Source: an optimization exercise on an open RTL-to-GDS flow (aim: small area, a short achievable clock period and few clock cycles). Production flows keep margins and buffers that such runs may drop. No driver is modelled on the clock port, so clock power and skew are understated where the tree is cut down; a real chip needs a root buffer or a tree. Power figures rest on the tool's default switching activity, not on a simulated workload.

== 01-14 ==
==> flow/design.v <==
`timescale 1ps/1ps
module Conv(
    input clk,
    input rst,
    input in_st,
    input [7:0] din,
    output reg [15:0] dout,
    output reg out_st
);
reg [7:0] pix [0:15];
reg [9:0] upart, vreg, va;
reg [11:0] hpart;
reg [10:0] r_sr [0:9];
wire [12:0] hfull = add12(hpart, {2'b00, vreg});
wire [10:0] hsum = hfull[11:1];
reg [6:0] cnt;
integer i;
function [12:0] add12;
    input [11:0] a;
    input [11:0] b;
    integer i, k;
    reg [3:0] s0, s1;
    reg k0, k1, c, p;
    begin
        c = 1'b0;
        for (k = 0; k < 3; k = k + 1) begin
            k0 = 1'b0;
            k1 = 1'b1;
            for (i = 0; i < 4; i = i + 1) begin
                p = a[4*k+i] ^ b[4*k+i];
                s0[i] = p ^ k0;
                s1[i] = p ^ k1;
                k0 = (a[4*k+i] & b[4*k+i]) | (k0 & p);
                k1 = (a[4*k+i] & b[4*k+i]) | (k1 & p);
            end
            add12[4*k +: 4] = c ? s1 : s0;
            c = c ? k1 : k0;
        end
        add12[12] = c;
    end
endfunction
always @(posedge clk) begin
    pix[0] <= din;
    for (i = 1; i < 16; i = i + 1)
        pix[i] <= pix[i-1];
    upart <= add12({3'b000, pix[7], 1'b0}, {4'b0000, pix[15]});
    vreg <= add12({2'b00, upart}, {4'b0000, pix[0]});
    va <= vreg;
    hpart <= add12({1'b0, vreg, 1'b0}, {2'b00, va});
    r_sr[0] <= hsum;
    for (i = 1; i < 10; i = i + 1)
        r_sr[i] <= r_sr[i-1];
end
reg [10:0] rsel;
always @(*) begin
    if (cnt >= 7'd31 && cnt < 7'd37)      rsel = r_sr[9];
    else if (cnt >= 7'd37 && cnt < 7'd43) rsel = r_sr[7];
    else if (cnt >= 7'd43 && cnt < 7'd49) rsel = r_sr[5];
    else if (cnt >= 7'd49 && cnt < 7'd55) rsel = r_sr[3];
    else if (cnt >= 7'd55 && cnt < 7'd61) rsel = r_sr[1];
    else                                   rsel = hsum;
end
always @(posedge clk) begin
    dout <= {5'b00000, rsel};
end
always @(posedge clk) begin
    if (rst) begin
        cnt <= 7'd0;
        out_st <= 1'b0;
    end
    else begin
        if (in_st)
            cnt <= 7'd1;
        else if (cnt != 7'd0)
            cnt <= cnt + 7'd1;
        out_st <= (cnt == 7'd30);
    end
end
endmodule
clock: 6.0 ns
lec_check: 0
abc_area: 1
cap_margin: 20
core_margin: 2
core_utilization: 40
setup_slack_margin: 4.0
slew_margin: 20
standard.sh (not shown) runs the stock make flow with config.mk's settings and CLKGATE_MAP_FILE= SYNTH_SCRIPT=/design/flow/synth_recipe.tcl, a recipe that flattens the netlist after the stock synthesis.
==> flow/flow/run.sh <==
#!/bin/bash
# Standard ORFS layout, except that the clock tree is built by flow/mantree.tcl
# (four root buffers, each driving four leaf buffers) instead of ORFS's CTS,
# and synthesis leaves adders to ABC instead of mapping them to full-adder cells.
set -euo pipefail
HERE=$(cd "$(dirname "${BASH_SOURCE[0]}")" && pwd)
export PRE_CTS_TCL=$HERE/pre_cts.tcl
export MT_NX=4 MT_NY=4 MT_NROOT=4 MT_LEAF=sky130_fd_sc_hd__clkbuf_8 MT_ROOT=sky130_fd_sc_hd__clkbuf_8
bash standard.sh finish ADDER_MAP_FILE= > orfs_flow.log 2>&1
Other scripts of this flow, unchanged in this note and not shown: flow/flow/mantree.tcl, flow/flow/pre_cts.tcl
--- input diff 01-14..05-12 ---
diff --git a/flow/design.v b/flow/design.v
--- a/flow/design.v
+++ b/flow/design.v
@@ -12,5 +12,5 @@
 reg [11:0] hpart;
 reg [10:0] r_sr [0:9];
-wire [12:0] hfull = add12(hpart, {2'b00, vreg});
+wire [11:0] hfull = hpart + {2'b00, vreg};
 wire [10:0] hsum = hfull[11:1];
 reg [6:0] cnt;
@@ -47,18 +47,19 @@
     vreg <= add12({2'b00, upart}, {4'b0000, pix[0]});
     va <= vreg;
-    hpart <= add12({1'b0, vreg, 1'b0}, {2'b00, va});
+    hpart <= {1'b0, vreg, 1'b0} + {2'b00, va};
     r_sr[0] <= hsum;
     for (i = 1; i < 10; i = i + 1)
         r_sr[i] <= r_sr[i-1];
 end
-reg [10:0] rsel;
+wire row5 = (cnt < 7'd31) || (cnt >= 7'd61);
+reg [10:0] rdel;
 always @(*) begin
-    if (cnt >= 7'd31 && cnt < 7'd37)      rsel = r_sr[9];
-    else if (cnt >= 7'd37 && cnt < 7'd43) rsel = r_sr[7];
-    else if (cnt >= 7'd43 && cnt < 7'd49) rsel = r_sr[5];
-    else if (cnt >= 7'd49 && cnt < 7'd55) rsel = r_sr[3];
-    else if (cnt >= 7'd55 && cnt < 7'd61) rsel = r_sr[1];
-    else                                   rsel = hsum;
+    if (cnt < 7'd37)      rdel = r_sr[9];
+    else if (cnt < 7'd43) rdel = r_sr[7];
+    else if (cnt < 7'd49) rdel = r_sr[5];
+    else if (cnt < 7'd55) rdel = r_sr[3];
+    else                  rdel = r_sr[1];
 end
+wire [10:0] rsel = row5 ? hsum : rdel;
 always @(posedge clk) begin
     dout <= {5'b00000, rsel};
Notes after the runs:
On 05-12: number of placement rows is 1 higher than what 01-14 gave.
Clock insertion delay at the later pin of the skew report: 05-12 vs 01-14 — no meaningful difference
Taking 01-14 as the reference, in 05-12 via-per-instance ratio held, post-synthesis compound-gate area fraction went up 2.2 points, overall power consumption went down 0.14 mW, portion of the clock cycle consumed by the worst path in the final layout went down 1.7 points.
Of 05-12 and 01-14, it is 05-12 that has the higher cell area after technology mapping.
Function was not checked in any run of this note: the RTL went through the layout flow alone. No run of this note takes its clock network from TritonCTS; it comes from the design's own scripts or RTL.

==> port drivers added, routing unchanged <==
The flow's constraints put no driver on any port. The routed layouts listed below were extracted and timed again, unchanged, in two steps.
Step 1, drivers: a clkbuf_16 drives clk and a buf_2 each remaining input, both assumed.
Step 2, shift: input delay + t, output delay - t, t = (earliest + latest rising clock arrival at the registers) / 2. This alone moves slack from input paths to output paths.
Three values: ideal ports, drivers, drivers and shift; two values: the first two.
run | shift t [ns] | setup WS [ns] | worst setup path at the end | slew at the worst register clock pin (ns)
01-14 | 0.380 | 3.916 / 3.916 / 3.707 | input to register | 0.11 / 0.11
05-12 | 0.379 | 4.019 / 3.955 / 3.801 | input to register | 0.11 / 0.11
After both steps setup and hold are still met in every run listed. The setup slack of 05-12, which loses most, moves by -0.064 ns with the drivers and by -0.218 ns with both steps.
